This is an optimization exercise on Yosys and OpenROAD, whose aim is small area, not a production implementation.
Only simulation tests tie the RTL to the original design; equivalence was not proved.
The clock port is modelled as an ideal driver; clocking choices that lean on that would not hold on a real chip.

== the previous run ==
==> module test, before the edit <==
module test(
input rst,
input sigin,
input sysclk,
input modecontrol,
output highfreq,
output [7:0]Cathodes,
output[3:0] AN
);
assign highfreq = modecontrol;
reg iq, iqq, oq;
reg [2:0] ts;
reg tout;
wire irise = iq & ~iqq;
wire osig = modecontrol ? tout : iq;
wire orise = osig & ~oq;
always @(posedge sysclk) begin
  iqq <= iq; oq <= osig;
  if (rst) begin
    iq <= 0; ts <= 0; tout <= 0;
  end else begin
    iq <= sigin;
    if (irise) begin
      ts <= {ts[1:0], ~ts[2] & ~ts[1]};
      if (ts[2] & ~ts[1]) tout <= ~tout;
    end
  end
end
reg [6:0] p;
reg [9:0] q;
reg ph;                       
wire tick = (p == 7'd93);
wire g = (p == 7'd125) && (&q);
wire [10:0] qn = q + tick;
always @(posedge sysclk) begin
  if (rst) begin
    p <= 7'd122; q <= 10'd523; ph <= 0;
  end else begin
    p <= tick ? 7'd1 : {p[5:0], p[6] ^ p[5]};
    q <= qn[9:0] | {5'd0, qn[10], qn[10], 3'd0};
    if (g) ph <= ~ph;
  end
end
reg r;
reg [15:0] c;
wire clr = rst | (g & ph);
wire [4:0] e;
assign e[0] = r;
genvar i;
generate for (i = 0; i < 4; i = i + 1) begin : dg
  wire [3:0] b = c[4*i+3:4*i];
  wire [3:0] t;
  assign t[0] = e[i];
  assign t[1] = e[i] & b[0] & ~b[3];
  assign t[2] = e[i] & b[0] & b[1];
  assign t[3] = e[i] & b[0] & (b[3] | (b[1] & b[2]));
  assign e[i+1] = e[i] & b[0] & b[3];
  always @(posedge sysclk) c[4*i+3:4*i] <= clr ? 4'd0 : b ^ t;
end endgenerate
always @(posedge sysclk) r <= ~rst & orise & ~ph & ~g;
reg [3:0] dig;
wire [1:0] sel = q[1:0];
wire [3:0] m = sel[1] ? (sel[0] ? c[3:0] : c[15:12]) : (sel[0] ? c[11:8] : c[7:4]);
always @(posedge sysclk) dig <= rst ? 4'hF : tick ? m : dig;
wire [3:0] d = dig;
wire [6:0] seg;
assign seg[0] = (d[0] & ~d[1] & ~d[2] & ~d[3]) | (d[2] & d[3]) | (~d[0] & ~d[1] & d[2]);
assign seg[1] = (~d[0] & d[1] & d[2]) | (d[1] & d[3]) | (d[0] & ~d[1] & d[2]);
assign seg[2] = (d[1] & d[3]) | (~d[0] & d[1] & ~d[2]);
assign seg[3] = (~d[0] & ~d[1] & d[2]) | (d[0] & ~d[1] & ~d[2] & ~d[3]) | (d[0] & d[1] & d[2]);
assign seg[4] = (~d[1] & d[2]) | d[0];
assign seg[5] = (d[1] & ~d[2]) | (d[0] & ~d[2] & ~d[3]) | (d[0] & d[1]);
assign seg[6] = (~d[1] & ~d[2] & ~d[3]) | (d[0] & d[1] & d[2]);
wire blank = d[3] & d[1];
assign Cathodes = {1'b1, seg};
assign AN = {4{blank}} | ~{sel == 2'd3, sel == 2'd2, sel == 2'd1, sel == 2'd0};
endmodule
export LEC_CHECK = 0
export CAP_MARGIN = 0
export CORE_MARGIN = 2
export CORE_UTILIZATION = 40
export PLACE_DENSITY = 0.9
export SLEW_MARGIN = 0
create_clock -name core_clock -period 15.0 [get_ports {sysclk}]
standard.sh (not shown) runs the stock make flow with config.mk's settings and CLKGATE_MAP_FILE= SYNTH_SCRIPT=/design/flow/synth_recipe.tcl, a recipe that flattens the netlist after the stock synthesis.
==> flow/flow/run.sh <==
#!/bin/bash
# The standard ORFS layout (standard.sh) with these changes:
# - synthesis is standard.sh's own script (synth_recipe.tcl, unchanged) but
#   the ABC technology mapping runs the area-oriented script flow/area.abc in
#   place of ORFS's speed script (the 15 ns clock leaves ample slack);
# - before floorplanning, each gate is swapped for the smallest cell of the
#   same function (flow/downsize.tcl); repair steps size up where needed;
# - port buffers are the smallest buffer cell;
# - the clock tree is flat: four clkbuf_4 clock buffers fed by the clock
#   port, each driving the registers of one quarter of the core (flow/pre_cts.tcl;
#   TritonCTS then finds the clock already buffered and leaves it).
# Each tool's output goes to standard.log here and to ORFS's logs under orfs/.
set -euo pipefail
W=$PWD
cat > "$W/my_synth.tcl" <<EOT
# Run synth_recipe.tcl with flow/area.abc as the ABC script.
proc abc {args} {
  set i [lsearch -exact \$args -script]
  if {\$i >= 0} { lset args [expr {\$i + 1}] $W/flow/area.abc }
  yosys abc {*}\$args
}
source $W/synth_recipe.tcl
EOT
sed "s#SYNTH_SCRIPT=[^ ]*synth_recipe.tcl#SYNTH_SCRIPT=$W/my_synth.tcl#" standard.sh > my_standard.sh
grep -q "SYNTH_SCRIPT=$W/my_synth.tcl" my_standard.sh
export BUFFER_PORTS_ARGS="-buffer_cell sky130_fd_sc_hd__buf_1"
export PRE_FLOORPLAN_TCL="$W/flow/downsize.tcl"
export PRE_CTS_TCL="$W/flow/pre_cts.tcl"
bash my_standard.sh > standard.log 2>&1
Other scripts of this flow, unchanged in this note and not shown: flow/flow/area.abc, flow/flow/downsize.tcl, flow/flow/pre_cts.tcl
diff inputs: the previous run => the current run
--- a/flow/design.v
+++ b/flow/design.v
@@ -71,7 +71,7 @@
 assign seg[4] = (~d[1] & d[2]) | d[0];
 assign seg[5] = (d[1] & ~d[2]) | (d[0] & ~d[2] & ~d[3]) | (d[0] & d[1]);
 assign seg[6] = (~d[1] & ~d[2] & ~d[3]) | (d[0] & d[1] & d[2]);
 wire blank = d[3] & d[1];
 assign Cathodes = {1'b1, seg};
-assign AN = {4{blank}} | ~{sel == 2'd3, sel == 2'd2, sel == 2'd1, sel == 2'd0};
+assign AN = {blank | (sel != 2'd3), sel != 2'd2, sel != 2'd1, sel != 2'd0};
 endmodule
[summary]
When the current run is set beside the previous run, its final-layout fill cell count turns out to be 3.1% larger.
Reported for the previous run and the current run, number of buffers inserted for hold repair after clock tree synthesis turned out identical to the last digit.
Number of cells on the worst reg-to-reg path in the current run is 1 lower than in the previous run
Compared with the previous run, the current run shows a higher weighted congestion at the end of routability-driven global placement.
The current run against the previous run: smallest setup slack after layout down 6.9 ps, area of the die went down by 53 sq um, total number of vias picked up an extra 5.6%, global-route usage over all layers shows a reduction of 0.50 points, amount of wire on met3 after detailed routing moved up.
The current run does worse than the previous run on remaining max-slew budget at the tightest pin.

[static timing again, ports no longer ideal]
In the flow no input, the clock included, has a driving cell. The finished layouts below were timed again as built, in two steps. Step 1 assumes that a clkbuf_16 drives the clock port and a buf_2 every other input. Step 2, shift: input delay + t, output delay - t, t = (earliest + latest rising clock arrival at the registers) / 2. This alone moves slack from input paths to output paths. Three values: ideal ports, drivers, drivers and shift; two values: the first two.
| run | t, ns | setup slack, ns | hold WS [ns] | worst register clock-pin slew, ns | worst slew at a driven data input, ns |
|---|---|---|---|---|---|
| the previous run | 0.211 | 8.743 / 8.719 / 8.719 | 0.376 / 0.376 / 0.376 | 0.12 / 0.12 | 0.03 |
| the current run | 0.214 | 8.736 / 8.715 / 8.715 | 0.372 / 0.372 / 0.372 | 0.11 / 0.11 | 0.03 |
After both steps every run listed still meets setup and hold. For the previous run, which loses most, drivers alone change the setup slack by -0.024 ns; drivers and shift together by -0.024 ns.
